This is an optimization exercise on Yosys and OpenROAD, whose aim is small area, not a production implementation.
Only simulation tests tie the RTL to the original design; equivalence was not proved.
Power figures rest on the tool's default switching activity, not on a simulated workload.

==> design.v <==
module armreduced(
	input clk,
	input reset,
	output[31:0] pc,
	input[31:0] inst,
	input nIRQ,
	output[3:0] be,
	output[31:0] memaddr,
	output memwrite,
	output memread,
	output[31:0] writedata,
	input[31:0] readdata
	);
	reg [31:0] PCF;
	reg [31:0] instD;
	reg [31:0] rf [0:14];      
	reg [14:0] valid_q;        
	reg [31:0] r15;            
	reg [31:0] instE;          
	reg        validE;         
	reg [3:0]  FlagsE;
	reg [31:0] ReadData1E, ReadData2E;
	reg [31:0] ALUOutM, WriteDataM;
	reg        RegWriteM, MemtoRegM, MemWriteM, PCSrcM, RegSrcM, BranchTakenM;
	reg [3:0]  WA3M;
	reg [31:0] ResultW;
	reg        RegWriteW, PCSrcW, RegSrcW;
	reg [3:0]  WA3W;
	assign be = 4'b1111;
	assign memread = 1'b1;
	assign pc = PCF;
	assign memaddr = ALUOutM;
	assign memwrite = MemWriteM;
	assign writedata = WriteDataM;
	wire brD = (instD[27:26] == 2'b10);
	wire [3:0] RA1D = instD[19:16];
	wire [3:0] RA2D = (instD[27:26] == 2'b01 && !instD[20]) ? instD[15:12] : instD[3:0];
	wire [28:0] r15inc = r15[31:3] + 29'd1;
	wire [31:0] r15p8 = {r15inc, r15[2:0]};
	wire [31:0] r15p4 = {r15[2] ? r15inc : r15[31:3], ~r15[2], r15[1:0]};
	reg [31:0] RD1, RD2;
	integer k;
	always @(*) begin
		RD1 = (brD || RA1D == 4'd15) ? r15p8 : 32'd0;
		RD2 = brD ? r15p4 : (RA2D == 4'd15) ? r15p8 : 32'd0;
		for (k = 0; k < 15; k = k + 1) begin
			RD1 = RD1 | ({32{!brD && valid_q[k] && RA1D == k}} & rf[k]);
			RD2 = RD2 | ({32{!brD && valid_q[k] && RA2D == k}} & rf[k]);
		end
	end
	wire [1:0] opE  = instE[27:26];
	wire [3:0] cmdE = instE[24:21];
	wire dpE  = (opE == 2'b00);
	wire memE = (opE == 2'b01);
	wire brE  = (opE == 2'b10);
	wire LE   = instE[20];
	wire cmpOnlyE = (cmdE[3:2] == 2'b10);
	wire RegWriteE  = validE & ((dpE & ~cmpOnlyE) | (memE & LE) | (brE & instE[24]));
	wire MemtoRegE  = validE & memE & LE;
	wire MemWriteE  = validE & memE & ~LE;
	wire BranchE    = validE & brE;
	wire RegSrcE    = validE & brE;
	wire FlagWriteE = validE & dpE & (instE[20] | cmpOnlyE);
	wire PCSrcE     = validE & (instE[15:12] == 4'b1111) & (cmdE == 4'b1101);
	wire ALUSrcE    = dpE ? instE[25] : ~opE[1] | ~opE[0];
	wire [3:0] ALUOpE = dpE ? cmdE : (memE & ~instE[23]) ? 4'b0010 : 4'b0100;
	wire [3:0] RA1E = instE[19:16];
	wire [3:0] RA2E = (memE && !LE) ? instE[15:12] : instE[3:0];
	wire [3:0] WA3E = instE[15:12];
	wire [31:0] ExtImmE = memE ? {20'd0, instE[11:0]} :
	                      brE  ? {{6{instE[23]}}, instE[23:0], 2'b00} :
	                             {{24{instE[7]}}, instE[7:0]};
	wire fA_M = RegWriteM && (RA1E == WA3M);
	wire fA_W = RegWriteW && (RA1E == WA3W);
	wire fB_M = !brE && RegWriteM && (RA2E == WA3M);
	wire fB_W = !brE && RegWriteW && (RA2E == WA3W);
	wire [31:0] SrcAE = fA_M ? ALUOutM : fA_W ? ResultW : ReadData1E;
	wire [31:0] WriteDataE = fB_M ? ALUOutM : fB_W ? ResultW : ReadData2E;
	wire [31:0] SrcBE = ALUSrcE ? ExtImmE : WriteDataE;
	wire [31:0] ALUResultE;
	wire [3:0] ALUFlags;
	ALU32bit _ALU32bit(.SrcA(SrcAE), .SrcB(SrcBE), .ALUOp(ALUOpE), .ALUResult(ALUResultE), .ALUFlags(ALUFlags));
	wire condEx;
	condCheck _condCheck(.cond(instE[31:28]), .flags(FlagsE), .condEx(condEx));
	wire BranchTakenE = BranchE & condEx;
	wire [3:0] NZCV = (FlagWriteE & condEx) ? ALUFlags : FlagsE;
	wire Flush = BranchTakenE | (PCSrcE & condEx) | PCSrcM | PCSrcW;
	wire Stall = (RegWriteE && memE && (WA3E == RA1D || WA3E == RA2D)) ||
	             (!BranchTakenE && RegWriteW && (WA3W == RA1D || WA3W == RA2D));
	wire [31:0] NextPC = BranchTakenE ? ALUResultE : PCSrcW ? ResultW : PCF + 32'd4;
	always @(negedge clk) begin
		if (reset)
			PCF <= 32'd0;
		else if (!Stall)
			PCF <= NextPC;
		if (Flush || reset)
			instD <= 32'd0;
		else if (!Stall)
			instD <= inst;
		instE <= instD;
		if (Flush || reset)
			instE[15:12] <= 4'd0;
		validE <= !(Flush || reset || Stall);
		FlagsE <= (Flush || reset) ? 4'd0 : NZCV;
		ReadData1E <= RD1;
		ReadData2E <= RD2;
		PCSrcM <= reset ? 1'b0 : (PCSrcE & condEx);
		RegWriteM <= RegWriteE & condEx;
		MemtoRegM <= MemtoRegE;
		MemWriteM <= MemWriteE & condEx;
		WA3M <= BranchTakenE ? 4'd14 : WA3E;
		ALUOutM <= ALUResultE;
		WriteDataM <= WriteDataE;
		RegSrcM <= RegSrcE;
		BranchTakenM <= BranchTakenE;
		PCSrcW <= reset ? 1'b0 : PCSrcM;
		RegWriteW <= RegWriteM;
		WA3W <= WA3M;
		RegSrcW <= RegSrcM;
		ResultW <= BranchTakenM ? WriteDataM : MemtoRegM ? readdata : ALUOutM;
		if (reset)
			r15 <= 32'd0;
		else if (RegSrcW || WA3W != 4'd15)
			r15 <= PCF;
		else if (RegWriteW)
			r15 <= ResultW;
	end
	integer i;
	always @(posedge clk) begin
		for (i = 0; i < 15; i = i + 1)
			if (RegWriteW && WA3W == i)
				rf[i] <= ResultW;
		if (reset)
			valid_q <= 15'd0;
		else if (RegWriteW && WA3W != 4'd15)
			valid_q[WA3W] <= 1'b1;
	end
endmodule
module ALU32bit(
	input [31:0] SrcA,
	input [31:0] SrcB,
	input [3:0] ALUOp,
	output reg [31:0] ALUResult,
	output [3:0] ALUFlags
	);
	wire sub   = (ALUOp == 4'b0010) | (ALUOp == 4'b0110) | (ALUOp == 4'b1010);
	wire rsb   = (ALUOp == 4'b0011) | (ALUOp == 4'b0111);
	wire add   = (ALUOp == 4'b0100) | (ALUOp == 4'b0101) | (ALUOp == 4'b1011);
	wire arith = sub | rsb | add;
	wire invB  = sub;
	wire [31:0] X = SrcA ^ {32{rsb}};
	wire [31:0] Y = SrcB ^ {32{invB}};
	wire [32:0] c;
	wire [31:0] s;
	assign c[0] = sub | rsb;
	genvar g;
	generate
		for (g = 0; g < 32; g = g + 1) begin : rc
			assign s[g] = X[g] ^ Y[g] ^ c[g];
			assign c[g+1] = (X[g] & Y[g]) | (c[g] & (X[g] ^ Y[g]));
		end
	endgenerate
	reg [3:0] T;
	always @ (*)
	begin
		case(ALUOp)
		4'b0000, 4'b1000: T = 4'b1000;    
		4'b0001, 4'b1001: T = 4'b0110;    
		4'b1100: T = 4'b1110;             
		4'b1101: T = 4'b1100;             
		4'b1110: T = 4'b0010;             
		default: T = 4'b0011;             
		endcase
	end
	integer j;
	always @ (*)
	begin
		for (j = 0; j < 32; j = j + 1)
			ALUResult[j] = arith ? s[j] : T[{SrcB[j], SrcA[j]}];
	end
	assign ALUFlags[3] = ALUResult[31];
	assign ALUFlags[2] = (ALUResult == 32'd0);
	assign ALUFlags[1] = arith & c[32];
	assign ALUFlags[0] = arith & (X[31] == Y[31]) & (ALUResult[31] != X[31]);
endmodule
module condCheck(
	input [3:0] cond,
	input [3:0] flags,
	output reg condEx
	);
	wire N = flags[3];
	wire Z = flags[2];
	wire C = flags[1];
	wire V = flags[0];
	always @ (*)
	begin
		case(cond)
		4'b0000: condEx = Z;
		4'b0001: condEx = ~Z;
		4'b0010: condEx = C;
		4'b0011: condEx = ~C;
		4'b0100: condEx = N;
		4'b0101: condEx = ~N;
		4'b0110: condEx = V;
		4'b0111: condEx = ~V;
		4'b1000: condEx = C & ~Z;
		4'b1001: condEx = ~C | Z;
		4'b1010: condEx = (N == V);
		4'b1011: condEx = (N != V);
		4'b1100: condEx = ~Z & (N == V);
		4'b1101: condEx = Z | (N != V);
		default: condEx = 1'b1;
		endcase
	end
endmodule
==> run.sh <==
#!/bin/bash
# synth_recipe.tcl (not shown) runs the flow's synth.tcl, then flattens the netlist and writes it again
# the make line also repeats each setting of config.mk as NAME=value (left out here)
make -C /OpenROAD-flow-scripts/flow DESIGN_CONFIG=/design/flow/config.mk WORK_HOME=/design/flow/orfs CLKGATE_MAP_FILE= SYNTH_SCRIPT=/design/flow/synth_recipe.tcl finish
==> config.mk <==
export PLATFORM = sky130hd
export DESIGN_NAME = armreduced
export DESIGN_NICKNAME = armreduced
export VERILOG_FILES = /design/flow/design.v
export SDC_FILE = /design/flow/constraint.sdc
export NUM_CORES = 4
export LEC_CHECK = 0
export CAP_MARGIN = 20
export CORE_MARGIN = 2
export CORE_UTILIZATION = 55
export CTS_BUF_LIST = sky130_fd_sc_hd__clkbuf_8
export CTS_CLUSTER_DIAMETER = 60
export CTS_CLUSTER_SIZE = 14
export SLEW_MARGIN = 20
==> constraint.sdc <==
create_clock -name core_clock -period 20.0 [get_ports {clk}]
set_input_delay 4.0000 -clock core_clock [delete_from_list [all_inputs] [get_ports {clk}]]
set_output_delay 4.0000 -clock core_clock [all_outputs]
set_load 0.01 [all_outputs]
==> results of run 1 <==
worst reg2reg max path, delay by kind of cell, from the launching register on:
kind,cells,cell delay (ns)
adders and majority gates,32,13.99
DFF,1,0.40
and+or+nand+nor,9,2.81
buffers and inverters,3,0.20
xor gates and xnor gates,1,0.18
AOI/OAI and AO/OA,6,1.56
flip-flops by register name (all words and copies together), names as in the netlist, 4 cells and up:
signal and cells:
ALUOutM 32, FlagsE 4, PCF 32, ReadData1E 32
ReadData2E 32, ResultW 32, WA3M 4, WA3W 4
WriteDataM 32, instD 32, instE 32, r15 32
rf 480, valid_q 15
through the flow:
stage	instance area, µm²	cells	hold WS, ns
after detailed placement	40140	4237	0.3186
after CTS	42950	4667	0.3271
after global routing	42980	4667	0.3234
after global placement	40140	4237	0.3216
after floorplan	37540	3374	0.3096
final	42980	4669	0.3216
path summary, 6_finish.rpt:
| kind | start | endpoint | slack (ns) | cells past startpoint |
|---|---|---|---|---|
| setup / recovery | instE[20] | FlagsE[2] | 0.85 | 51 |
| hold reg to reg | RegSrcM | RegSrcW | 0.32 | 0 |
| setup reg to reg | instE[20] | FlagsE[2] | 0.85 | 51 |
| hold / removal | RegSrcM | RegSrcW | 0.32 | 0 |
layout make-up:
type | count | area, µm² | share of cell area (%)
clock buffer | 74 | 1018 | 2.369
sequential | 805 | 20930 | 48.68
multi-input combinational | 2252 | 15560 | 36.21
clock inverter | 357 | 1800 | 4.189
timing repair buffer | 274 | 2457 | 5.717
inverter | 32 | 120.1 | 0.2794
antenna | 2 | 5.005 | 0.01164
tap | 873 | 1092 | 2.541
report_power, final:
group / switching [mW] / internal [mW] / total, mW
Clock: 0.779 / 0.614 / 1.39
Sequential: 0.213 / 1.98 / 2.19
Combinational: 0.472 / 0.261 / 0.733
routing by layer:
layer | track usage, % | part of all wire, % | routed length [µm] | up-vias
met5 | 0 | 0.0083 | 13 | -
met4 | 25.94 | 6.9 | 10930 | 2
met3 | 14.03 | 15 | 22840 | 718
met2 | 64.46 | 43 | 67410 | 3107
met1 | 56.59 | 36 | 56100 | 16130
li1 | - | - | - | 13680
cells in the mapped netlist (all sizes together), types with 4 or more instances:
library cell / count / area share, %
edfxtp: 480 / 38
dfxtp: 325 / 17
nand2: 292 / 2.9
nor2: 249 / 2.5
clkbuf: 248 / 2.5
a22oi: 214 / 4.3
mux2i: 142 / 3.8
a21oi: 132 / 1.8
o21ai: 116 / 1.5
a221oi: 108 / 2.6
xnor2: 90 / 2.1
a22o: 87 / 2.0
xor2: 83 / 1.9
and3: 81 / 1.4
nand3: 75 / 1.0
a211oi: 59 / 1.2
a222oi: 58 / 1.5
nand4: 58 / 0.97
nor3: 51 / 0.72
a31oi: 37 / 0.70
buf: 36 / 0.50
fa: 32 / 1.7
inv: 32 / 0.32
o31ai: 22 / 0.48
nor2b: 20 / 0.33
nor4: 20 / 0.35
o2111ai: 20 / 0.47
and2: 18 / 0.30
mux2: 16 / 0.48
a311oi: 14 / 0.34
nand2b: 14 / 0.23
a211o: 13 / 0.30
nor3b: 11 / 0.22
a21o: 9 / 0.18
o211ai: 9 / 0.18
or3: 9 / 0.15
ha: 8 / 0.27
a221o: 6 / 0.16
and4: 6 / 0.14
o31a: 6 / 0.16
or2: 6 / 0.10
o22ai: 5 / 0.083
a21boi: 4 / 0.080
kinds of logic (layout without fill, tap and decap cells):
kind of cell	count (synthesis)	after routing	share of synthesized area [%]
DFF	805	805	55.76
other	1	7	0.009994
AOI/OAI and AO/OA	953	953	18.94
buffers and inverters	317	737	3.311
xor gates and xnor gates	173	173	4.038
muxes	159	159	4.372
and+or+nand+nor	922	922	11.59
adders and majority gates	40	40	1.974
what timing repair did:
action,CTS,global route
setup endpoints to repair,0,1
endpoints found under the hold margin,0,0
resized for setup,0,4
buffers inserted,0,0
layout by cell type (no fill, tap or decap), types with 13 or more instances in the layout:
cell type	Yosys	final
edfxtp_1	480	480
inv_1	32	353
dfxtp_1	325	321
nand2_1	292	291
nor2_1	248	233
a22oi_1	214	214
clkdlybuf4s50_1	0	161
mux2i_1	140	140
a21oi_1	132	131
o21ai_0	116	115
buf_4	7	112
a221oi_1	105	105
xnor2_1	90	90
a22o_1	87	87
xor2_1	83	83
and3_1	81	81
nand3_1	75	74
clkbuf_8	0	74
a211oi_1	59	59
nand4_1	58	58
a222oi_1	58	58
nor3_1	49	44
fa_1	32	32
a31oi_1	32	31
o31ai_1	21	21
nor2b_1	20	20
o2111ai_1	20	20
and2_1	18	18
nor4_1	19	17
mux2_2	16	16
nand2b_1	14	14
a211o_1	13	13
nor2_4	1	13
a311oi_1	13	13
==> flow_summary.yaml, run 1 <==
drt:
  avgViaCountPerCell: 7.203
  first_pass_iters: 17
  wl_mm: 157.3
  drtIter0Drc: 6602
  vias: 33630
  drc: 0
  wl_per_cell_um: 33.69
  drtAntennaViolNets: 0
job:
  maxCapViolations: 0
power_and_ir_drop:
  total_power_mw: 4.318
  powerDensity_nw_per_um2: 100.5
  power.leakage_nw: 15.88
  vdd_drop_max_mv: 0.1074
sta:
  finalCritPeriodShare_pct: 95.73
  fin_ws_ns: 0.8536
  worst_pin_slew_ns: 1.254
  fmax_mhz: 52.23
  hold_viol_final: 0
  setup_viol: 0
  fin_crit_ns: 19.15
  finalMaxSlewViolations: 0
  final.setup.tns_ns: 0
  clock_skew_ns: 0.06649
  rsz0062_at_grt: "no"
  relSlewSlack_pct: 16.03
grt:
  track_usage_pct: 43.73
  antenna_found_initial: 2
  grt-ovfl-total: 0
  grt_max_degree: 65
  grt_pass1_wl_mm: 220.8
  grt_pass1_vias: 32440
floorplanning:
  start_util_pct: 55.67
  num_rows: 95
  dieArea_um2: 70330
  num_io_pins: 169
  die_width_um: 265.2
  die_h_um: 265.2
  core_area_um2: 67400
cts:
  cts_sinks: 805
  root_buffer: "clkbuf_8"
  htreeDepth: 3
  cts_buffers: 72
  hold_buffers: 0
  clockBufferDepth: 3
  clk_pin_slew_worst_paths_ns: 0.05
  cts_tree: "done"
  insertion_delay_ns: 0.74
finish:
  drive_above_1_share_pct: 7.934
  nets: 3854
  synthToLayoutAreaGrowth_pct: 14.56
  fillCellCount: 5429
  post-route-util_pct: 63.78
place:
  hpwl_mm: 96.08
  port_buffers: 162
  dpl_worst_slack_ns: 0.4933
  gp_congestion: 1.011
critical_path:
  cp-end-kind: "flop"
  worstPathArrival_ns: 29.79
  critical_path.max_fanout: 9
  cp_slowest_stage_delay_ns: 0.57
  crit_family: "adder cells"
  crit_slowest_cell: "fa_1"
  path_class: "flop to flop"
  worst-path-buf-inv: 3
  critPathLaunchType: "flop"
  required_ns: 30.65
  crit_path_frequent_cell: "fa_1"
yosys:
  syn_avg_cell_area_um2: 11.13
  yosysSeqAreaShare_pct: 55.76
  ys.warnings.count: 4
  syn_area_um2: 37520
  syn_inst: 3370
  synth-edff-count: 480
  yosysUniqueCellTypes: 89
  async_flop_share_pct: 0
  ys.flop_type: "edfxtp_1"
  synth-seq-cells: 805
status:
  status: "complete, no violations"
worst_hold_path:
  hp-class: "flop to flop"
==> run 2: changes to the inputs <==
--- a/design.v
+++ b/design.v
@@ -28,7 +28,7 @@
 	reg [3:0]  WA3W;
 	assign be = 4'b1111;
 	assign memread = 1'b1;
-	assign pc = PCF;
+	assign pc = reset ? 32'd0 : PCF;
 	assign memaddr = ALUOutM;
 	assign memwrite = MemWriteM;
 	assign writedata = WriteDataM;
@@ -38,16 +38,24 @@
 	wire [28:0] r15inc = r15[31:3] + 29'd1;
 	wire [31:0] r15p8 = {r15inc, r15[2:0]};
 	wire [31:0] r15p4 = {r15[2] ? r15inc : r15[31:3], ~r15[2], r15[1:0]};
-	reg [31:0] RD1, RD2;
-	integer k;
-	always @(*) begin
-		RD1 = (brD || RA1D == 4'd15) ? r15p8 : 32'd0;
-		RD2 = brD ? r15p4 : (RA2D == 4'd15) ? r15p8 : 32'd0;
-		for (k = 0; k < 15; k = k + 1) begin
-			RD1 = RD1 | ({32{!brD && valid_q[k] && RA1D == k}} & rf[k]);
-			RD2 = RD2 | ({32{!brD && valid_q[k] && RA2D == k}} & rf[k]);
+	wire [16:0] selA, selB;
+	genvar g;
+	generate
+		for (g = 0; g < 15; g = g + 1) begin : rd
+			assign selA[g] = !brD && valid_q[g] && RA1D == g;
+			assign selB[g] = !brD && valid_q[g] && RA2D == g;
 		end
-	end
+	endgenerate
+	assign selA[15] = brD || RA1D == 4'd15;
+	assign selA[16] = 1'b0;
+	assign selB[15] = !brD && RA2D == 4'd15;
+	assign selB[16] = brD;
+	wire [32*17-1:0] rdin = {r15p4, r15p8,
+		rf[14], rf[13], rf[12], rf[11], rf[10], rf[9], rf[8], rf[7],
+		rf[6], rf[5], rf[4], rf[3], rf[2], rf[1], rf[0]};
+	wire [31:0] RD1, RD2;
+	selectOr17 _readA(.sel(selA), .d(rdin), .y(RD1));
+	selectOr17 _readB(.sel(selB), .d(rdin), .y(RD2));
 	wire [1:0] opE  = instE[27:26];
 	wire [3:0] cmdE = instE[24:21];
 	wire dpE  = (opE == 2'b00);
@@ -88,35 +96,42 @@
 	wire Stall = (RegWriteE && memE && (WA3E == RA1D || WA3E == RA2D)) ||
 	             (!BranchTakenE && RegWriteW && (WA3W == RA1D || WA3W == RA2D));
 	wire [31:0] NextPC = BranchTakenE ? ALUResultE : PCSrcW ? ResultW : PCF + 32'd4;
-	always @(negedge clk) begin
-		if (reset)
-			PCF <= 32'd0;
+	always @(posedge clk) begin
+		if (reset)
+			PCF <= 32'd4;
 		else if (!Stall)
 			PCF <= NextPC;
-		if (Flush || reset)
+		if (reset)
+			instD <= inst;
+		else if (Flush)
 			instD <= 32'd0;
 		else if (!Stall)
 			instD <= inst;
-		instE <= instD;
-		if (Flush || reset)
-			instE[15:12] <= 4'd0;
-		validE <= !(Flush || reset || Stall);
+		if (reset) begin
+			instE <= 32'd0;
+			validE <= 1'b1;
+		end else begin
+			instE <= instD;
+			if (Flush)
+				instE[15:12] <= 4'd0;
+			validE <= !(Flush || Stall);
+		end
 		FlagsE <= (Flush || reset) ? 4'd0 : NZCV;
 		ReadData1E <= RD1;
 		ReadData2E <= RD2;
 		PCSrcM <= reset ? 1'b0 : (PCSrcE & condEx);
-		RegWriteM <= RegWriteE & condEx;
-		MemtoRegM <= MemtoRegE;
-		MemWriteM <= MemWriteE & condEx;
-		WA3M <= BranchTakenE ? 4'd14 : WA3E;
+		RegWriteM <= reset ? 1'b0 : (RegWriteE & condEx);
+		MemtoRegM <= reset ? 1'b0 : MemtoRegE;
+		MemWriteM <= reset ? 1'b0 : (MemWriteE & condEx);
+		WA3M <= reset ? 4'd0 : BranchTakenE ? 4'd14 : WA3E;
 		ALUOutM <= ALUResultE;
 		WriteDataM <= WriteDataE;
-		RegSrcM <= RegSrcE;
-		BranchTakenM <= BranchTakenE;
+		RegSrcM <= reset ? 1'b0 : RegSrcE;
+		BranchTakenM <= reset ? 1'b0 : BranchTakenE;
 		PCSrcW <= reset ? 1'b0 : PCSrcM;
-		RegWriteW <= RegWriteM;
-		WA3W <= WA3M;
-		RegSrcW <= RegSrcM;
+		RegWriteW <= reset ? 1'b0 : RegWriteM;
+		WA3W <= reset ? 4'd0 : WA3M;
+		RegSrcW <= reset ? 1'b0 : RegSrcM;
 		ResultW <= BranchTakenM ? WriteDataM : MemtoRegM ? readdata : ALUOutM;
 		if (reset)
 			r15 <= 32'd0;
@@ -134,6 +149,18 @@
 			valid_q <= 15'd0;
 		else if (RegWriteW && WA3W != 4'd15)
 			valid_q[WA3W] <= 1'b1;
+	end
+endmodule
+module selectOr17(
+	input [16:0] sel,
+	input [32*17-1:0] d,
+	output reg [31:0] y
+	);
+	integer k;
+	always @(*) begin
+		y = 32'd0;
+		for (k = 0; k < 17; k = k + 1)
+			y = y | ({32{sel[k]}} & d[32*k +: 32]);
 	end
 endmodule
 module ALU32bit(
==> run 2 against run 1 <==
  * Setup slack improved by 0.66 ns
  * Design area decreased by 3.6%
  * Routed wire length decreased by 3.9%
  * Combinational power decreased by 29%
  * Register-to-register slack improved by 0.66 ns
  * Count of clock-buffer cells in the layout increased by 1
  * Total power decreased by 15%
  * Global-route usage decreased by 1.6 points
  * Largest power group unchanged
==> flow_summary.yaml, run 2 <==
status:
  status: "complete, no violations"
critical_path:
  cp-end-kind: "flop"
  worstPathArrival_ns: 19.11
  crit_family: "adder cells"
  critPathLaunchType: "flop"
  cp_slowest_stage_delay_ns: 0.81
  crit_slowest_cell: "dfxtp_1"
  path_class: "flop to flop"
  worst-path-buf-inv: 5
  critical_path.max_fanout: 23
  crit_path_frequent_cell: "fa_1"
  required_ns: 20.63
drt:
  drtIter0Drc: 5005
  vias: 31310
  avgViaCountPerCell: 7.271
  wl_mm: 151.2
  drc: 0
  drtAntennaViolNets: 0
  wl_per_cell_um: 35.12
  first_pass_iters: 8
yosys:
  syn_avg_cell_area_um2: 11.29
  ys.flop_type: "edfxtp_1"
  synthTopCellsByCount: "512 x edfxtp_1, 293 x dfxtp_1, 257 x nor2_1"
  synth_area_leaders: "edfxtp_1 41%, dfxtp_1 16%, a22oi_1 3.7%, a221oi_1 3.4%, mux2i_1 3.3%"
  yosysSeqAreaShare_pct: 56.48
  async_flop_share_pct: 0
  yosysUniqueCellTypes: 80
  synth-seq-cells: 805
  yosys.area.top_type_share_pct: 40.88
  syn_inst: 3330
  yosys.cell_count.top_type: "edfxtp_1"
  syn_area_um2: 37610
  synth-edff-count: 512
  synth_top_area_cell: "edfxtp_1"
  ys.warnings.count: 5
grt:
  antenna_found_initial: 9
  grt_pass1_vias: 30480
  grt_max_degree: 66
  track_usage_pct: 42.12
  grt_pass1_wl_mm: 212.7
  grt-ovfl-total: 0
finish:
  largest_reg_flops: 480
  fillCellCount: 5466
  mostFrequentLayoutCell: "edfxtp_1"
  final_cell_mix: "512 x edfxtp_1, 289 x dfxtp_1, 238 x nor2_1, 193 x nand2_1, 184 x a22oi_1"
  drive_above_1_share_pct: 6.910
  synthToLayoutAreaGrowth_pct: 10.13
  top_register: "rf"
  nets: 3484
cts:
  hold_buffers: 0
  cts_tree: "done"
  insertion_delay_ns: 0.75
  clk_pin_slew_worst_paths_ns: 0.09
  post-cts-setup-buffers: 0
  htreeDepth: 3
  cts_sinks: 805
  root_buffer: "clkbuf_8"
  cts_buffers: 72
  clockBufferDepth: 3
  cts.repair.resized: 0
job:
  maxCapViolations: 0
sta:
  finalMaxSlewViolations: 0
  fin_crit_ns: 18.49
  hold_viol_final: 0
  fmax_mhz: 54.10
  relSlewSlack_pct: 19.27
  setup_viol: 0
  finalCritPeriodShare_pct: 92.43
  worst_pin_slew_ns: 1.208
  clock_skew_ns: 0.06357
  final.setup.tns_ns: 0
  hold_ws_ns: 0.4587
  rsz0062_at_grt: "no"
  fin_ws_ns: 1.515
power_and_ir_drop:
  vdd_drop_max_mv: 0.07753
  powerDensity_nw_per_um2: 88.37
  power.leakage_nw: 14.17
  total_power_mw: 3.660
place:
  hpwl_mm: 93.69
  port_buffers: 162
  dpl_worst_slack_ns: 1.670
  gp_congestion: 0.9561
worst_hold_path:
  hp-class: "flop to flop"
floorplanning:
  dieArea_um2: 70480
  num_rows: 95
  num_io_pins: 169
  core_area_um2: 67400
  start_util_pct: 55.80
  die_h_um: 265.5
  die_width_um: 265.5
[run 2: worst paths after layout]
kind,startpoint,slack (ns),to,cells past startpoint
hold / removal,RegSrcM,0.46,RegSrcW,1
hold reg to reg,RegSrcM,0.46,RegSrcW,1
setup / recovery,instE[27],1.51,FlagsE[2],50
setup reg to reg,instE[27],1.51,FlagsE[2],50
[run 2: where the power goes]
group	switching (mW)	leakage, nW	internal [mW]	total, mW
registers	0.235	7.08	1.95	2.18
logic	0.316	6.30	0.202	0.517
clock network	0.590	0.793	0.372	0.962
total	1.14	14.2	2.52	3.66
[run 2: stage by stage]
step	instance area, µm²	std cells	util [%]
after floorplan	37620	3334	-
after global placement	40070	4176	59.45
after detailed placement	40070	4176	59.45
after CTS	41400	4303	61.43
after global routing	41410	4304	61.44
final	41420	4306	61.45
[run 2: cell families after synthesis]
| logic type | share of synthesized area, % |
|---|---|
| other | 0.009972 |
| adders and majority gates | 1.970 |
| and+or+nand+nor | 11.67 |
| AOI/OAI and AO/OA | 19.34 |
| muxes | 3.630 |
| DFF | 56.48 |
| buffers and inverters | 3.360 |
| xor gates and xnor gates | 3.540 |
[run 2: routing by layer]
| layer | routed length (µm) | global-route usage, % |
|---|---|---|
| met1 | 53870 | 54.96 |
| met4 | 10680 | 24.60 |
| met5 | 27 | 0 |
| met2 | 64720 | 63.01 |
| met3 | 21920 | 11.83 |
[run 2: final cells by class]
type | count | area (µm²) | area share (%)
Inverter | 43 | 161.4 | 0.3897
Tap cell | 873 | 1092 | 2.637
Clock buffer | 75 | 1032 | 2.492
Timing Repair Buffer | 248 | 2265 | 5.468
Sequential cell | 805 | 21250 | 51.30
Multi-Input combinational cell | 2207 | 15310 | 36.97
Antenna cell | 3 | 7.507 | 0.01813
Clock inverter | 52 | 302.8 | 0.7311
==> run 3: changes to the inputs <==
==> flow/run.sh (new file) <==
#!/bin/bash
# Layout flow: the standard layout (standard.sh: the standard synthesis,
# floorplan, placement, CTS and routing), with two changes:
#  - the port buffers that placement inserts are the smallest buffer
#    (buf_1; the resizer may still upsize them),
#  - clock tree synthesis inserts no dummy loads.
# The make output goes to flow_make.log; each ORFS step writes its own log
# under orfs/logs/.
set -euo pipefail
bash standard.sh \
  "BUFFER_PORTS_ARGS=-buffer_cell sky130_fd_sc_hd__buf_1" \
  "CTS_ARGS=-sink_clustering_enable -repair_clock_nets -sink_clustering_size 14 -sink_clustering_max_diameter 60 -buf_list sky130_fd_sc_hd__clkbuf_8 -dont_use_dummy_load" \
  finish > flow_make.log 2>&1
==> standard.sh (new file) <==
#!/bin/bash
# synth_recipe.tcl (not shown) runs the flow's synth.tcl, then flattens the netlist and writes it again
# the make line also repeats each setting of config.mk as NAME=value (left out here)
make -C /OpenROAD-flow-scripts/flow DESIGN_CONFIG=/design/flow/config.mk WORK_HOME=/design/flow/orfs CLKGATE_MAP_FILE= SYNTH_SCRIPT=/design/flow/synth_recipe.tcl "${@:-finish}"
removed: run.sh
==> run 3 against run 2 <==
  * Via count is essentially flat
  * Register-to-register slack lost 0.13 ns
  * Worst hold slack lost 0.011 ns
==> flow_summary.yaml, run 3 <==
status:
  status: "complete, no violations"
sta:
  clock_skew_ns: 0.1210
  final.setup.tns_ns: 0
  finalMaxSlewViolations: 0
  rsz0062_at_grt: "no"
  finalCritPeriodShare_pct: 93.07
  hold_viol_final: 0
  fin_crit_ns: 18.61
  setup_viol: 0
  fmax_mhz: 53.72
  worst_pin_slew_ns: 1.224
  relSlewSlack_pct: 18.09
yosys:
  synth_top_area_cell: "edfxtp_1"
  syn_avg_cell_area_um2: 11.29
  synthTopCellsByCount: "512 x edfxtp_1, 293 x dfxtp_1, 257 x nor2_1"
  syn_area_um2: 37610
  yosys.cell_count.top_type: "edfxtp_1"
  ys.warnings.count: 5
  async_flop_share_pct: 0
  syn_inst: 3330
  synth_area_leaders: "edfxtp_1 41%, dfxtp_1 16%, a22oi_1 3.7%, a221oi_1 3.4%, mux2i_1 3.3%"
  synthMuxAreaShare_pct: 3.630
  synth-edff-count: 512
  yosys.area_share.simple_pct: 11.67
  yosysSeqAreaShare_pct: 56.48
  yosysUniqueCellTypes: 80
  yosys.area_share.xor_xnor_pct: 3.540
  synth-seq-cells: 805
  synthAdderAreaFrac_pct: 1.970
  synth_compound_area_share_pct: 19.34
  synth_top_family_by_area: "compound AO/OA/AOI/OAI gates"
  ys.flop_type: "edfxtp_1"
  yosys.area.top_type_share_pct: 40.88
critical_path:
  cp-end-kind: "flop"
  crit_slowest_cell: "dfxtp_1"
  path_class: "flop to flop"
  critical_path.max_fanout: 22
  required_ns: 20.57
  crit_path_frequent_cell: "fa_1"
  worstPathArrival_ns: 19.18
  cp_slowest_stage_delay_ns: 0.71
  critPathLaunchType: "flop"
cts:
  post-cts-setup-buffers: 0
  insertion_delay_ns: 0.73
  cts.repair.resized: 0
  cts_sinks: 805
  clk_pin_slew_worst_paths_ns: 0.09
  htreeDepth: 3
  clockBufferDepth: 3
  cts_buffers: 72
  hold_buffers: 0
  root_buffer: "clkbuf_8"
  cts_tree: "done"
worst_hold_path:
  hp-class: "flop to flop"
drt:
  first_pass_iters: 6
  wl_per_cell_um: 35.87
  wl_mm: 152.5
  drc: 0
  drtAntennaViolNets: 0
  drtIter0Drc: 5107
  avgViaCountPerCell: 7.356
  vias: 31290
power_and_ir_drop:
  vdd_drop_max_mv: 0.06368
  power.leakage_nw: 13.50
  powerDensity_nw_per_um2: 87.51
floorplanning:
  core_area_um2: 67400
  start_util_pct: 55.80
  num_rows: 95
  die_width_um: 265.5
  num_io_pins: 169
  dieArea_um2: 70480
  die_h_um: 265.5
finish:
  multi_input_area_um2: 15310
  mostFrequentLayoutCell: "edfxtp_1"
  top_register: "rf"
  drive_above_1_share_pct: 6.665
  regArea_um2: 21250
  largest_reg_flops: 480
  layout.cells.non_filler: 4253
  fillCellCount: 5489
  final_cell_mix: "512 x edfxtp_1, 289 x dfxtp_1, 239 x nor2_1, 193 x nand2_1, 184 x a22oi_1"
  synthToLayoutAreaGrowth_pct: 6.581
  post-route-util_pct: 59.47
  nets: 3485
place:
  dpl.cell_count: 4177
  hpwl_mm: 93.98
  gp_congestion: 0.9967
  port_buffers: 162
grt:
  grt-ovfl-total: 0
  antenna_found_initial: 6
  grt_pass1_wl_mm: 214.6
  track_usage_pct: 42.63
  grt_pass1_vias: 30040
  grt_max_degree: 68
job:
  maxCapViolations: 0
[run 3: cell counts after synthesis]
Identical to the previous run, type by type.
[run 3: kinds of logic after synthesis]
family | Yosys count
AOI/OAI and AO/OA | 980
and+or+nand+nor | 896
DFF | 805
buffers and inverters | 322
xor gates and xnor gates | 152
muxes | 134
adders and majority gates | 40
other | 1
[run 3: worst paths after layout]
| path | start | cells after the start | end | slack, ns |
|---|---|---|---|---|
| worst max register to register | instE[26] | 49 | FlagsE[2] | 1.39 |
| worst min-delay path | RegSrcM | 1 | RegSrcW | 0.45 |
| worst max-delay path | instE[26] | 49 | FlagsE[2] | 1.39 |
| worst min register to register | RegSrcM | 1 | RegSrcW | 0.45 |
[run 3: critical path: cells and delay by family, from the launching register on]
family | cells | cell delay (ns)
adder cells (fa/ha/maj) | 31 | 13.61
AND/OR/NAND/NOR | 8 | 2.05
AO/OA/AOI/OAI | 4 | 0.95
flip-flops | 1 | 0.71
buffers and inverters | 4 | 0.60
multiplexers | 1 | 0.35
XOR/XNOR | 1 | 0.17
[run 3: area by class of cell]
class                   instances  area share [%]
flip-flops and latches        805           53.01
multi-input cells            2207           38.21
clock buffers                  72           2.472
inverters                      43          0.4027
repair buffers                249           3.156
well taps                     873           2.725
diodes                          4         0.02497
[run 3: report_power, final]
part / internal, mW / total [mW] / leakage (nW) / switching [mW]
combinational: 0.155 / 0.477 / 5.89 / 0.321
clock: 0.322 / 0.857 / 0.518 / 0.535
sequential: 1.95 / 2.17 / 7.08 / 0.228
total: 2.42 / 3.51 / 13.5 / 1.08
[run 3: layer usage]
layer / GRT usage [%] / routed length [µm] / up-vias
li1: - / - / 12830
met1: 56.46 / 54910 / 15120
met2: 64.38 / 66330 / 2700
met3: 11.24 / 20970 / 626
met4: 22.72 / 10290 / 8
met5: 0 / 45 / -
[run 3: through the flow]
| step | setup WS [ns] | hold slack (ns) | power, mW | cell area [µm²] |
|---|---|---|---|---|
| after floorplan | 3.290 | 0.4138 | 2.363 | 37620 |
| after global placement | 1.796 | 0.4245 | 2.656 | 39070 |
| after detailed placement | 1.658 | 0.4350 | 2.667 | 39070 |
| after CTS | 1.514 | 0.4470 | 3.488 | 40060 |
| after global routing | 0.8144 | 0.4592 | 3.605 | 40080 |
| final | 1.385 | 0.4474 | 3.508 | 40080 |
==> run 4: changes to the inputs <==
--- a/config.mk
+++ b/config.mk
@@ -7,8 +7,9 @@
 export LEC_CHECK = 0
 export CAP_MARGIN = 20
 export CORE_MARGIN = 2
-export CORE_UTILIZATION = 55
+export CORE_UTILIZATION = 80
 export CTS_BUF_LIST = sky130_fd_sc_hd__clkbuf_8
 export CTS_CLUSTER_DIAMETER = 60
 export CTS_CLUSTER_SIZE = 14
+export PLACE_DENSITY = 0.85
 export SLEW_MARGIN = 20
==> run 4 against run 3 <==
  * Routed wire length decreased by 4.4%
  * Area after synthesis unchanged
  * Sequential share of layout area increased by 0.62 points
  * Critical path type unchanged
  * Largest cell class unchanged
  * Clock power down 2.3%
  * Critical endpoint unchanged
  * Still clean
  * Core utilization is 26 points higher
  * Highest routed layer unchanged
  * Design area is 1.2% lower
==> flow_summary.yaml, run 4 <==
status:
  status: "complete, no violations"
grt:
  grt_pass1_vias: 32880
  grt_pass1_wl_mm: 209.8
  grt-ovfl-total: 0
  grt_max_degree: 73
  track_usage_pct: 58.62
  antenna_found_initial: 12
place:
  gp_congestion: 1.091
  port_buffers: 162
  hpwl_mm: 87.72
  dpl_worst_slack_ns: 1.779
critical_path:
  cp_slowest_stage_delay_ns: 0.70
  worstSetupStartpoint: "instE[26]"
  required_ns: 20.61
  crit_slowest_cell: "dfxtp_1"
  cp-end-kind: "flop"
  path_class: "flop to flop"
  crit_path_frequent_cell: "fa_1"
  critical_path.max_fanout: 22
  worstPathArrival_ns: 19.02
  critPathLaunchType: "flop"
  r2r_start: "instE[26]"
yosys:
  synth-edff-count: 512
  synth_top_family_by_area: "compound AO/OA/AOI/OAI gates"
  yosys.area_share.simple_pct: 11.67
  ys.warnings.count: 5
  syn_inst: 3330
  ys.flop_type: "edfxtp_1"
  synthTopCellsByCount: "512 x edfxtp_1, 293 x dfxtp_1, 257 x nor2_1"
  synthAdderAreaFrac_pct: 1.970
  yosys.area_share.xor_xnor_pct: 3.540
  synth_compound_area_share_pct: 19.34
  yosysUniqueCellTypes: 80
  yosys.area.top_type_share_pct: 40.88
  synth-seq-cells: 805
  yosys.cell_count.top_type: "edfxtp_1"
  synth_area_leaders: "edfxtp_1 41%, dfxtp_1 16%, a22oi_1 3.7%, a221oi_1 3.4%, mux2i_1 3.3%"
  syn_area_um2: 37610
  syn_avg_cell_area_um2: 11.29
  yosysSeqAreaShare_pct: 56.48
  async_flop_share_pct: 0
  synth_top_area_cell: "edfxtp_1"
  synthMuxAreaShare_pct: 3.630
sta:
  worst_pin_slew_ns: 1.252
  fin_crit_ns: 18.41
  setup_viol: 0
  relSlewSlack_pct: 16.23
  clock_skew_ns: 0.08453
  fin_ws_ns: 1.590
  hold_viol_final: 0
  final.setup.tns_ns: 0
  rsz0062_at_grt: "no"
  fmax_mhz: 54.32
  finalCritPeriodShare_pct: 92.05
  finalMaxSlewViolations: 0
cts:
  clk_pin_slew_worst_paths_ns: 0.09
  htreeDepth: 3
  cts_sinks: 805
  hold_buffers: 0
  clockBufferDepth: 3
  cts_buffers: 69
  insertion_delay_ns: 0.73
  post-cts-setup-buffers: 0
  cts.repair.resized: 0
  cts_tree: "done"
  root_buffer: "clkbuf_8"
drt:
  first_pass_iters: 22
  drtAntennaViolNets: 0
  drtIter0Drc: 8887
  drc: 0
  avgViaCountPerCell: 8.504
  wl_per_cell_um: 36.71
  wl_mm: 145.8
  vias: 33790
power_and_ir_drop:
  comb_power_share_pct: 12.6
  clkPwrFrac_pct: 24.1
  p_sw_mw: 1.073
  p_sw_share_pct: 30.84
  vdd_drop_max_mv: 0.08537
  p_seq_share_pct: 63.4
  power.leakage_nw: 13.42
  p_int_mw: 2.406
  powerDensity_nw_per_um2: 87.82
floorplanning:
  die_h_um: 220.8
  num_rows: 79
  die_width_um: 220.8
  num_io_pins: 169
  dieArea_um2: 48760
  core_area_um2: 46460
  start_util_pct: 80.95
job:
  maxCapViolations: 0
worst_hold_path:
  hp-class: "flop to flop"
  holdCritStartpoint: "WriteDataM[11]"
finish:
  final_cell_mix: "512 x edfxtp_1, 289 x dfxtp_1, 239 x nor2_1, 193 x nand2_1, 184 x a22oi_1"
  top_register: "rf"
  mostFrequentLayoutCell: "edfxtp_1"
  drive_above_1_share_pct: 6.068
  largest_reg_flops: 480
  synthToLayoutAreaGrowth_pct: 5.330
  fillCellCount: 2274
  nets: 3471
## run 4: path summary, 6_finish.rpt
kind,to,slack [ns],depth (start not counted)
setup / recovery,FlagsE[2],1.59,49
hold / removal,ResultW[11],0.44,2
setup reg to reg,FlagsE[2],1.59,49
hold reg to reg,ResultW[11],0.44,2
## run 4: layer usage
layer | up-vias | global-route usage (%) | part of all wire [%]
met2 | 4367 | 79.65 | 39
met5 | - | 0.5865 | 0.048
met3 | 1538 | 30.67 | 20
met1 | 15080 | 69.38 | 28
li1 | 12790 | - | -
met4 | 12 | 46.98 | 12
## run 4: kinds of logic after synthesis
family                   count (synthesis)
flip-flops                             805
adder cells (fa/ha/maj)                 40
AND/OR/NAND/NOR                        896
XOR/XNOR                               152
multiplexers                           134
other                                    1
AO/OA/AOI/OAI                          980
buffers and inverters                  322
## run 4: worst max-delay path: cells and delay by family, from the launching register on
kind,cells,cell delay (ns)
fa+ha+maj,31,13.60
buf+inv,4,0.49
mux,1,0.20
simple gates,7,1.72
flops,1,0.70
xor+xnor,1,0.21
compound gates,5,1.41
## run 4: layout make-up
| class | instances | area, µm² | share of cell area, % |
|---|---|---|---|
| Sequential cell | 805 | 21250 | 53.64 |
| Multi-Input combinational cell | 2207 | 15300 | 38.63 |
| Timing Repair Buffer | 238 | 1182 | 2.985 |
| Clock buffer | 69 | 949.7 | 2.397 |
| Tap cell | 607 | 759.5 | 1.917 |
| Inverter | 43 | 161.4 | 0.4075 |
| Antenna cell | 4 | 10.01 | 0.02527 |
## run 4: through the flow
step / area (µm²) / power (mW) / hold slack (ns) / instances / utilization, %
floorplan: 37620 / 2.363 / 0.4138 / 3334 / -
global placement: 38640 / 2.601 / 0.4297 / 3899 / 83.17
detailed placement: 38640 / 2.626 / 0.4431 / 3899 / 83.17
CTS: 39590 / 3.398 / 0.4435 / 3968 / 85.21
global route: 39600 / 3.528 / 0.4546 / 3970 / 85.25
finish: 39610 / 3.479 / 0.4442 / 3973 / 85.26
## run 4: power groups by stage
stage | clock [mW] | combinational [mW] | sequential, mW
3_3_place_gp | 0 | 0.397 | 2.20
3_5_place_dp | 0 | 0.408 | 2.22
4_1_cts | 0.808 | 0.411 | 2.18
2_1_floorplan | 0 | 0.260 | 2.10
6_report | 0.837 | 0.437 | 2.20
5_1_grt | 0.869 | 0.456 | 2.20
==> run 5: changes to the inputs <==
==> flow/run.sh (replaced) <==
#!/bin/bash
# Layout flow: the standard layout (standard.sh), with these changes:
#  - after the floorplan, OpenROAD's restructure remaps the combinational
#    logic for area (flow/restructure.tcl); registers are not touched,
#  - the port buffers that placement inserts are the smallest buffer (buf_1;
#    the resizer may still upsize them),
#  - clock tree synthesis inserts no dummy loads.
# Each tool's output goes to a log file of its own in this folder; each ORFS
# step also writes its own log under orfs/logs/.
set -euo pipefail
ARGS=(
  "BUFFER_PORTS_ARGS=-buffer_cell sky130_fd_sc_hd__buf_1"
  "CTS_ARGS=-sink_clustering_enable -repair_clock_nets -sink_clustering_size 14 -sink_clustering_max_diameter 60 -buf_list sky130_fd_sc_hd__clkbuf_8 -dont_use_dummy_load"
)
bash standard.sh "${ARGS[@]}" floorplan > flow_make_floorplan.log 2>&1
mkdir -p orfs/restructure
python3 flow/filterlib.py "$FLOW_HOME/platforms/sky130hd/lib/sky130_fd_sc_hd__tt_025C_1v80.lib" \
  orfs/restructure/lib_no_dont_use.lib > flow_filterlib.log 2>&1
openroad -no_init -exit flow/restructure.tcl > flow_restructure.log 2>&1
bash standard.sh "${ARGS[@]}" finish > flow_make_finish.log 2>&1
==> flow/filterlib.py (new file) <==
#!/usr/bin/env python3
"""Copy a Liberty file without the cells the platform marks don't-use
(sky130_fd_sc_hd__lpflow_*, probe_p_8, probec_p_8), so that a remapping
step cannot pick them. Usage: filterlib.py IN OUT"""
import re, sys

def dont_use(name):
    return (name.startswith("sky130_fd_sc_hd__lpflow_")
            or name in ("sky130_fd_sc_hd__probe_p_8", "sky130_fd_sc_hd__probec_p_8"))

src = open(sys.argv[1]).read()
out = []
i = 0
pat = re.compile(r'\n(\s*)cell\s*\(\s*"?([A-Za-z0-9_]+)"?\s*\)\s*\{')
while True:
    m = pat.search(src, i)
    if not m:
        out.append(src[i:])
        break
    start = m.start() + 1
    # find the matching closing brace of this cell group
    depth = 0
    j = m.end() - 1
    while True:
        c = src[j]
        if c == '{':
            depth += 1
        elif c == '}':
            depth -= 1
            if depth == 0:
                break
        j += 1
    if dont_use(m.group(2)):
        out.append(src[i:start])
    else:
        out.append(src[i:j + 1])
    i = j + 1
open(sys.argv[2], "w").write("".join(out))
==> flow/restructure.tcl (new file) <==
# Area recovery on the floorplan: OpenROAD's restructure remaps the
# combinational logic between registers and ports with ABC for area. The
# registers are left as the standard synthesis made them. The library given
# to ABC is the platform's without its don't-use cells.
set R orfs/results/sky130hd/armreduced/base
read_liberty $::env(FLOW_HOME)/platforms/sky130hd/lib/sky130_fd_sc_hd__tt_025C_1v80.lib
read_db $R/2_floorplan.odb
read_sdc $R/2_floorplan.sdc
source $::env(FLOW_HOME)/platforms/sky130hd/setRC.tcl
report_design_area
file mkdir orfs/restructure
restructure -target area -liberty_file orfs/restructure/lib_no_dont_use.lib \
  -tielo_port sky130_fd_sc_hd__conb_1/LO -tiehi_port sky130_fd_sc_hd__conb_1/HI \
  -work_dir orfs/restructure -abc_logfile orfs/restructure/abc.log
report_design_area
write_db $R/2_floorplan.odb
--- a/config.mk
+++ b/config.mk
@@ -7,9 +7,9 @@
 export LEC_CHECK = 0
 export CAP_MARGIN = 20
 export CORE_MARGIN = 2
-export CORE_UTILIZATION = 80
+export CORE_UTILIZATION = 70
 export CTS_BUF_LIST = sky130_fd_sc_hd__clkbuf_8
 export CTS_CLUSTER_DIAMETER = 60
 export CTS_CLUSTER_SIZE = 14
-export PLACE_DENSITY = 0.85
+export PLACE_DENSITY = 0.78
 export SLEW_MARGIN = 20
==> run 5 against run 4 <==
  * Critical path type unchanged
  * Setup slack improved by 4.7 ns
  * Total power decreased by 0.48%
  * Global-route usage decreased by 2.4 points
  * Via count is 5.4% higher
  * Critical path depth grew 13
  * Area after synthesis unchanged
  * Die area is 14% higher
==> flow_summary.yaml, run 5 <==
worst_hold_path:
  hp-class: "flop to flop"
  holdCritStartpoint: "WriteDataM[8]"
finish:
  fillCellCount: 3678
  mostFrequentLayoutCell: "edfxtp_1"
  fin_area_um2: 39090
  regArea_um2: 21240
  nets: 3625
  final_cell_mix: "512 x edfxtp_1, 429 x clkinv_1, 381 x o22ai_1, 291 x dfxtp_1, 221 x o21ai_0"
  top_register: "rf"
  layout.cells.non_filler: 4251
  synthToLayoutAreaGrowth_pct: 3.953
  post-route-util_pct: 73.95
  multi_input_area_um2: 13070
  drive_above_1_share_pct: 6.412
  largest_reg_flops: 480
yosys:
  synth_top_family_by_area: "compound AO/OA/AOI/OAI gates"
  ys.flop_type: "edfxtp_1"
  synthAdderAreaFrac_pct: 1.970
  yosysUniqueCellTypes: 80
  synthMuxAreaShare_pct: 3.630
  yosys.cell_count.top_type: "edfxtp_1"
  yosys.area_share.simple_pct: 11.67
  yosysSeqAreaShare_pct: 56.48
  synth_compound_area_share_pct: 19.34
  yosys.area_share.xor_xnor_pct: 3.540
  syn_inst: 3330
  yosys.area.top_type_share_pct: 40.88
  async_flop_share_pct: 0
  syn_avg_cell_area_um2: 11.29
  synth_area_leaders: "edfxtp_1 41%, dfxtp_1 16%, a22oi_1 3.7%, a221oi_1 3.4%, mux2i_1 3.3%"
  synth-seq-cells: 805
  syn_area_um2: 37610
  synth-edff-count: 512
  synthTopCellsByCount: "512 x edfxtp_1, 293 x dfxtp_1, 257 x nor2_1"
  ys.warnings.count: 5
  synth_top_area_cell: "edfxtp_1"
critical_path:
  worstPathArrival_ns: 14.29
  critPathLaunchType: "flop"
  required_ns: 20.60
  cp_slowest_stage_delay_ns: 0.84
  crit_slowest_cell: "nor3_1"
  worstSetupStartpoint: "instE[26]"
  r2r_start: "instE[26]"
  cp-end-kind: "flop"
  crit_path_frequent_cell: "o21ai_0"
  path_class: "flop to flop"
  critical_path.max_fanout: 32
cts:
  clk_pin_slew_worst_paths_ns: 0.09
  cts_tree: "done"
  cts_buffers: 70
  cts.repair.resized: 0
  htreeDepth: 3
  hold_buffers: 0
  cts_sinks: 805
  insertion_delay_ns: 0.75
  post-cts-setup-buffers: 0
  clockBufferDepth: 3
  root_buffer: "clkbuf_8"
power_and_ir_drop:
  total_power_mw: 3.462
  vdd_drop_max_mv: 0.07538
  power.leakage_nw: 12.13
  powerDensity_nw_per_um2: 88.55
drt:
  drtAntennaViolNets: 0
  vias: 35620
  first_pass_iters: 14
  wl_per_cell_um: 37.88
  wl_mm: 161.0
  drc: 0
  drtIter0Drc: 9369
  avgViaCountPerCell: 8.378
sta:
  worst_pin_slew_ns: 1.333
  clock_skew_ns: 0.1133
  final.setup.tns_ns: 0
  finalMaxSlewViolations: 0
  fmax_mhz: 73.06
  setup_viol: 0
  fin_crit_ns: 13.69
  hold_viol_final: 0
  rsz0062_at_grt: "no"
  finalCritPeriodShare_pct: 68.44
  relSlewSlack_pct: 10.29
grt:
  grt_max_degree: 54
  grt-ovfl-total: 0
  antenna_found_initial: 10
  track_usage_pct: 56.20
  grt_pass1_vias: 32840
  grt_pass1_wl_mm: 222.5
place:
  port_buffers: 162
  hpwl_mm: 95.02
  place_area_um2: 38110
  gp_congestion: 1.001
  dpl.cell_count: 4174
status:
  status: "complete, no violations"
floorplanning:
  die_h_um: 235.8
  core_area_um2: 52870
  dieArea_um2: 55590
  start_util_pct: 71.14
  num_rows: 84
  die_width_um: 235.8
  num_io_pins: 169
job:
  maxCapViolations: 0
run 5: path summary, 6_finish.rpt:
kind                                    to  slack (ns)  cells after the start
worst max-delay path               PCF[31]        6.31                     62
worst min-delay path            ResultW[8]        0.43                      2
worst max register to register     PCF[31]        6.31                     62
worst min register to register  ResultW[8]        0.43                      2
run 5: power by group:
group,internal [mW],switching [mW]
Clock,0.314,0.537
Combinational,0.147,0.336
Sequential,1.93,0.197
Total,2.39,1.07
run 5: final cells by class:
type	instances	area share, %
diodes	7	0.04481
clock buffers	70	2.464
flip-flops and latches	805	54.34
repair buffers	257	3.389
multi-input cells	1994	33.43
inverters	430	4.129
well taps	688	2.202
run 5: critical path, delay by kind of cell (launching register included):
kind	cells	cell delay, ns
AOI/OAI and AO/OA	36	7.97
buffers and inverters	7	2.19
DFF	1	0.45
and+or+nand+nor	19	3.00
run 5: cell families (layout without fill, tap and decap cells):
| group | Yosys count | in the layout |
|---|---|---|
| mux | 134 | 3 |
| xor+xnor | 152 | 16 |
| other cells | 1 | 17 |
| fa+ha+maj | 40 | 0 |
| flops | 805 | 805 |
| buf+inv | 322 | 757 |
| compound gates | 980 | 1389 |
| simple gates | 896 | 576 |
run 5: layer usage:
layer | routed length, µm | vias to the layer above | global-route usage (%) | share of wire, %
met5 | 218 | - | 1.558 | 0.14
met4 | 17050 | 14 | 41.38 | 11
met3 | 34070 | 1490 | 30.50 | 21
met2 | 61020 | 4527 | 74.57 | 38
met1 | 48690 | 16080 | 68.61 | 30
li1 | - | 13500 | - | -
run 5: metrics by stage:
stage	setup WS, ns	hold WS (ns)
6_report	6.313	0.4324
5_1_grt	5.402	0.4512
4_1_cts	7.197	0.4289
3_5_place_dp	7.228	0.4369
3_3_place_gp	7.514	0.4258
2_1_floorplan	3.290	0.4138
==> run 6: changes to the inputs <==
--- a/flow/run.sh
+++ b/flow/run.sh
@@ -1,7 +1,8 @@
 #!/bin/bash
 # Layout flow: the standard layout (standard.sh), with these changes:
 #  - after the floorplan, OpenROAD's restructure remaps the combinational
-#    logic for area (flow/restructure.tcl); registers are not touched,
+#    logic for area, four times over (flow/restructure.tcl); registers are
+#    not touched,
 #  - the port buffers that placement inserts are the smallest buffer (buf_1;
 #    the resizer may still upsize them),
 #  - clock tree synthesis inserts no dummy loads.
--- a/flow/restructure.tcl
+++ b/flow/restructure.tcl
@@ -8,9 +8,20 @@
 read_sdc $R/2_floorplan.sdc
 source $::env(FLOW_HOME)/platforms/sky130hd/setRC.tcl
 report_design_area
-file mkdir orfs/restructure
-restructure -target area -liberty_file orfs/restructure/lib_no_dont_use.lib \
-  -tielo_port sky130_fd_sc_hd__conb_1/LO -tiehi_port sky130_fd_sc_hd__conb_1/HI \
-  -work_dir orfs/restructure -abc_logfile orfs/restructure/abc.log
+# four passes: each one remaps the result of the one before
+foreach pass {1 2 3 4} {
+  file mkdir orfs/restructure/pass$pass
+  restructure -target area -liberty_file orfs/restructure/lib_no_dont_use.lib \
+    -tielo_port sky130_fd_sc_hd__conb_1/LO -tiehi_port sky130_fd_sc_hd__conb_1/HI \
+    -work_dir orfs/restructure/pass$pass -abc_logfile orfs/restructure/pass$pass/abc.log
+  report_design_area
+  # the next pass makes its tie cells under the same names: rename these
+  foreach inst [[ord::get_db_block] getInsts] {
+    set name [$inst getName]
+    if {[string match "rmp_const_*" $name]} {
+      $inst rename "rmp_p${pass}_[string range $name 4 end]"
+    }
+  }
+}
 report_design_area
 write_db $R/2_floorplan.odb
==> run 6 against run 5 <==
  * Design area down 0.32%
  * Sequential share of layout area rose by 0.17 points
  * Core utilization down 0.23 points
  * Sequential power barely moved
  * Synthesized cell count is the same
  * Via count decreased by 1.5%
  * Largest cell class unchanged
==> flow_summary.yaml, run 6 <==
finish:
  fin_area_um2: 38970
  nets: 3597
  top_register: "rf"
  largest_reg_flops: 480
  mostFrequentLayoutCell: "edfxtp_1"
  fillCellCount: 3696
  drive_above_1_share_pct: 6.406
  synthToLayoutAreaGrowth_pct: 3.623
  final_cell_mix: "512 x edfxtp_1, 401 x clkinv_1, 369 x o22ai_1, 291 x dfxtp_1, 246 x o21ai_0"
cts:
  htreeDepth: 3
  cts_sinks: 805
  post-cts-setup-buffers: 0
  clockBufferDepth: 3
  insertion_delay_ns: 0.73
  clk_pin_slew_worst_paths_ns: 0.10
  cts_tree: "done"
  cts.repair.resized: 0
  cts_buffers: 69
  root_buffer: "clkbuf_8"
  hold_buffers: 0
job:
  maxCapViolations: 0
drt:
  first_pass_iters: 13
  wl_mm: 160.6
  wl_per_cell_um: 38.02
  drtIter0Drc: 9277
  vias: 35080
  drc: 0
  drtAntennaViolNets: 0
  avgViaCountPerCell: 8.308
power_and_ir_drop:
  vdd_drop_max_mv: 0.08431
  p_sw_mw: 1.032
  p_seq_share_pct: 62.1
  p_sw_share_pct: 30.25
  clkPwrFrac_pct: 24.6
  comb_power_share_pct: 13.2
  powerDensity_nw_per_um2: 87.56
  p_int_mw: 2.380
  total_power_mw: 3.412
  power.leakage_nw: 12.09
place:
  port_buffers: 162
  gp_congestion: 1.054
  place_area_um2: 38000
  hpwl_mm: 94.07
critical_path:
  cp_slowest_stage_delay_ns: 0.75
  rrSetupSlack_ns: 5.47
  r2r_cells: 54
  cp-end-kind: "flop"
  crit_slowest_cell: "clkinv_1"
  crit_path_frequent_cell: "o21ai_0"
  critPathLaunchType: "flop"
  critical_path.max_fanout: 31
  path_class: "flop to flop"
  required_ns: 20.63
  reg2reg_to: "PCF[31]"
  r2r_start: "instE[26]"
  worstPathArrival_ns: 15.15
worst_hold_path:
  holdCritStartpoint: "PCF[1]"
  whs_path_depth: 2
  hp-class: "flop to flop"
  hold_end: "r15[1]"
yosys:
  syn_area_um2: 37610
  ys.flop_type: "edfxtp_1"
  synth-seq-cells: 805
  yosysUniqueCellTypes: 80
  yosysSeqAreaShare_pct: 56.48
  async_flop_share_pct: 0
  synthTopCellsByCount: "512 x edfxtp_1, 293 x dfxtp_1, 257 x nor2_1"
  ys.warnings.count: 5
  syn_inst: 3330
  yosys.area.top_type_share_pct: 40.88
  yosys.cell_count.top_type: "edfxtp_1"
  syn_avg_cell_area_um2: 11.29
  synth_area_leaders: "edfxtp_1 41%, dfxtp_1 16%, a22oi_1 3.7%, a221oi_1 3.4%, mux2i_1 3.3%"
  synth-edff-count: 512
  synth_top_area_cell: "edfxtp_1"
floorplanning:
  die_width_um: 235.8
  die_h_um: 235.8
  num_rows: 84
  core_area_um2: 52870
  num_io_pins: 169
  dieArea_um2: 55590
  start_util_pct: 71.14
status:
  status: "complete, no violations"
sta:
  finalCritPeriodShare_pct: 72.63
  fin_crit_ns: 14.53
  worst_pin_slew_ns: 1.236
  setup_viol: 0
  rsz0062_at_grt: "no"
  relSlewSlack_pct: 16.75
  fmax_mhz: 68.85
  final.setup.tns_ns: 0
  clock_skew_ns: 0.1285
  finalMaxSlewViolations: 0
  hold_viol_final: 0
grt:
  grt-ovfl-total: 0
  antenna_found_initial: 11
  grt_max_degree: 68
  grt_pass1_wl_mm: 221.9
  track_usage_pct: 56.12
  grt_pass1_vias: 32160
==> run 6: layer usage <==
layer / vias to the layer above / global-route usage [%] / part of all wire, %
met5: - / 1.732 / 0.18
met4: 16 / 39.90 / 11
met3: 1377 / 33.86 / 21
met2: 4357 / 74.16 / 37
met1: 15880 / 67.04 / 31
li1: 13450 / - / -
==> run 6: per-stage QoR <==
stage                     setup slack (ns)  util, %  hold WS [ns]  cells
after floorplan                      3.290        -        0.4138   3334
after global placement               6.620    71.87        0.4336   4147
after detailed placement             6.305    71.87        0.4425   4147
after CTS                            6.275    73.67        0.4081   4216
after global routing                 4.714    73.68        0.4375   4217
final                                5.475    73.71        0.4113   4223
==> run 6: area by class of cell <==
type / count / area, µm² / share of cell area [%]
Clock buffer: 69 / 949.7 / 2.437
Antenna cell: 7 / 17.52 / 0.04495
Multi-Input combinational cell: 1995 / 13060 / 33.52
Timing Repair Buffer: 257 / 1325 / 3.400
Inverter: 402 / 1509 / 3.872
Sequential cell: 805 / 21240 / 54.51
Tap cell: 688 / 860.8 / 2.209
==> run 6: cells by family (layout without fill, tap and decap cells) <==
family / after synthesis / in the layout / share of synthesized area, %
AOI/OAI and AO/OA: 980 / 1393 / 19.34
and+or+nand+nor: 896 / 576 / 11.67
DFF: 805 / 805 / 56.48
buffers and inverters: 322 / 728 / 3.360
xor gates and xnor gates: 152 / 16 / 3.540
muxes: 134 / 0 / 3.630
adders and majority gates: 40 / 0 / 1.970
other: 1 / 17 / 0.009972
==> run 6: worst max-delay path: cells and delay by family (launching register included) <==
family	cells	cell delay, ns
AOI/OAI and AO/OA	38	9.69
buffers and inverters	10	3.05
and+or+nand+nor	6	1.18
DFF	1	0.47
==> run 6: worst max path at each step <==
stage                    from   endpoint  slack [ns]  depth (start not counted)
floorplan           instE[20]  FlagsE[2]        3.29                         50
global placement    instE[26]    PCF[31]        6.62                         54
detailed placement  instE[26]    PCF[31]        6.31                         54
CTS                 instE[26]    PCF[31]        6.28                         54
global route        instE[26]    PCF[31]        4.71                         54
finish              instE[26]    PCF[31]        5.47                         54
==> run 6: power by group through the flow <==
stage	Clock [mW]	Sequential [mW]	Combinational, mW
detailed placement	0	2.14	0.420
global placement	0	2.13	0.409
floorplan	0	2.10	0.260
finish	0.841	2.12	0.451
CTS	0.819	2.10	0.422
global route	0.874	2.12	0.468
==> run 7: changes to the inputs <==
--- a/flow/run.sh
+++ b/flow/run.sh
@@ -11,7 +11,7 @@
 set -euo pipefail
 ARGS=(
   "BUFFER_PORTS_ARGS=-buffer_cell sky130_fd_sc_hd__buf_1"
-  "CTS_ARGS=-sink_clustering_enable -repair_clock_nets -sink_clustering_size 14 -sink_clustering_max_diameter 60 -buf_list sky130_fd_sc_hd__clkbuf_8 -dont_use_dummy_load"
+  "CTS_ARGS=-sink_clustering_enable -repair_clock_nets -sink_clustering_size 16 -sink_clustering_max_diameter 60 -buf_list sky130_fd_sc_hd__clkbuf_8 -dont_use_dummy_load"
 )
 bash standard.sh "${ARGS[@]}" floorplan > flow_make_floorplan.log 2>&1
 mkdir -p orfs/restructure
--- a/config.mk
+++ b/config.mk
@@ -7,9 +7,9 @@
 export LEC_CHECK = 0
 export CAP_MARGIN = 20
 export CORE_MARGIN = 2
-export CORE_UTILIZATION = 70
+export CORE_UTILIZATION = 65
 export CTS_BUF_LIST = sky130_fd_sc_hd__clkbuf_8
 export CTS_CLUSTER_DIAMETER = 60
-export CTS_CLUSTER_SIZE = 14
-export PLACE_DENSITY = 0.78
+export CTS_CLUSTER_SIZE = 16
+export PLACE_DENSITY = 0.75
 export SLEW_MARGIN = 20
==> run 7 against run 6 <==
  * Clock power decreased by 7.7%
  * Setup slack improved by 0.33 ns
  * Register-to-register slack improved by 0.33 ns
  * Maximum frequency increased by 2.3%
  * First-iteration DRC count decreased by 12%
  * Routed wire length increased by 0.63%
  * Design area about the same
  * Count of clock-buffer cells in the layout decreased by 11
  * Critical path type unchanged
  * Largest cell class unchanged
  * Largest power group unchanged
==> flow_summary.yaml, run 7 <==
cts:
  htreeDepth: 2
  insertion_delay_ns: 0.81
  hold_buffers: 0
  cts_tree: "done"
  cts.repair.resized: 0
  clk_pin_slew_worst_paths_ns: 0.11
  post-cts-setup-buffers: 0
  cts_buffers: 58
finish:
  fillCellCount: 4416
  nets: 3588
  largest_reg_flops: 480
  final_cell_mix: "512 x edfxtp_1, 401 x clkinv_1, 369 x o22ai_1, 291 x dfxtp_1, 246 x o21ai_0"
  synthToLayoutAreaGrowth_pct: 3.573
  top_register: "rf"
  mostFrequentLayoutCell: "edfxtp_1"
worst_hold_path:
  hp-class: "flop to flop"
grt:
  track_usage_pct: 52.68
  grt_pass1_vias: 31370
  antenna_found_initial: 13
  grt_max_degree: 68
  grt-ovfl-total: 0
  grt_pass1_wl_mm: 221.8
drt:
  vias: 34400
  wl_mm: 161.6
  drtAntennaViolNets: 0
  first_pass_iters: 14
critical_path:
  path_class: "flop to flop"
  cp_slowest_stage_delay_ns: 0.77
  crit_path_frequent_cell: "o21ai_0"
  worst-path-buf-inv: 8
  crit_slowest_cell: "clkinv_1"
yosys:
  async_flop_share_pct: 0
  yosys.cell_count.top_type: "edfxtp_1"
  synth-edff-count: 512
  synth_area_leaders: "edfxtp_1 41%, dfxtp_1 16%, a22oi_1 3.7%, a221oi_1 3.4%, mux2i_1 3.3%"
  yosysSeqAreaShare_pct: 56.48
  synth_top_area_cell: "edfxtp_1"
  synth-seq-cells: 805
  syn_area_um2: 37610
  ys.flop_type: "edfxtp_1"
  yosys.area.top_type_share_pct: 40.88
  yosysUniqueCellTypes: 80
  syn_avg_cell_area_um2: 11.29
  ys.warnings.count: 5
floorplanning:
  die_h_um: 244.5
  dieArea_um2: 59790
  core_area_um2: 57480
  num_io_pins: 169
  die_width_um: 244.5
  num_rows: 88
status:
  status: "complete, no violations"
job:
  maxCapViolations: 0
power_and_ir_drop:
  clkPwrFrac_pct: 23.3
  p_sw_share_pct: 30.11
  power.leakage_nw: 12.02
  powerDensity_nw_per_um2: 85.56
  p_seq_share_pct: 63.5
  comb_power_share_pct: 13.2
  p_sw_mw: 1.004
sta:
  fin_crit_ns: 14.19
  fin_ws_ns: 5.807
  worst_pin_slew_ns: 1.365
  finalMaxSlewViolations: 0
  rsz0062_at_grt: "no"
  setup_viol: 0
  relSlewSlack_pct: 8.407
  final.setup.tns_ns: 0
  fmax_mhz: 70.46
  finalCritPeriodShare_pct: 70.97
place:
  dpl_worst_slack_ns: 6.571
  hpwl_mm: 96.96
[run 7: final cells by class]
cell class	count	area, µm²	area share, %
clock buffers	58	798.3	2.049
repair buffers	259	1340	3.440
inverters	402	1509	3.874
well taps	765	957.2	2.457
diodes	14	35.03	0.08995
multi-input cells	1995	13070	33.55
flip-flops and latches	805	21240	54.54
[run 7: metal layers]
| metal | routed length, µm | part of all wire, % | vias up | global-route usage (%) |
|---|---|---|---|---|
| li1 | - | - | 13420 | - |
| met1 | 51250 | 32 | 15800 | 64.27 |
| met2 | 63050 | 39 | 4048 | 72.89 |
| met5 | 297 | 0.18 | - | 0.6536 |
| met3 | 31660 | 20 | 1110 | 26.32 |
| met4 | 15310 | 9.5 | 20 | 35.81 |
[run 7: worst paths after layout]
kind	from	to	slack (ns)	cells after the start
hold reg to reg	WriteDataM[21]	ResultW[21]	0.40	2
setup reg to reg	instE[26]	PCF[31]	5.81	54
hold / removal	WriteDataM[21]	ResultW[21]	0.40	2
setup / recovery	instE[26]	PCF[31]	5.81	54
[run 7: cell families (layout without fill, tap and decap cells)]
kind of cell	count (synthesis)	in the layout	share of synthesized area (%)
adders and majority gates	40	0	1.970
buffers and inverters	322	719	3.360
AOI/OAI and AO/OA	980	1393	19.34
and+or+nand+nor	896	576	11.67
muxes	134	0	3.630
DFF	805	805	56.48
xor gates and xnor gates	152	16	3.540
other	1	24	0.009972
[run 7: through the flow]
step | utilization (%) | cell area [µm²] | hold WS [ns] | total power, mW | instances
2_1_floorplan | - | 37620 | 0.4138 | 2.363 | 3334
3_3_place_gp | 66.29 | 38100 | 0.4234 | 2.535 | 4226
3_5_place_dp | 66.30 | 38110 | 0.4294 | 2.553 | 4226
4_1_cts | 67.69 | 38900 | 0.4134 | 3.275 | 4284
5_1_grt | 67.71 | 38920 | 0.4728 | 3.396 | 4285
6_report | 67.77 | 38950 | 0.4038 | 3.333 | 4298
[run 7: power by group through the flow]
stage	Combinational, mW	Sequential [mW]	Clock [mW]
2_1_floorplan	0.260	2.10	0
3_3_place_gp	0.404	2.13	0
3_5_place_dp	0.414	2.14	0
4_1_cts	0.416	2.10	0.758
5_1_grt	0.460	2.12	0.815
6_report	0.440	2.12	0.776
[run 7: worst min-delay path: stages (launching register included)]
cell and delay (ns):
dfxtp_1 0.35, nand2_1 0.06, o21ai_0 0.07

Check on run 7: ideal ports give 5.807 ns setup slack; a clkbuf_16 on the clock port and buf_2 on the inputs give 5.807 ns; moving port delays by the midpoint clock arrival (0.808 ns) as well gives 5.807 ns.
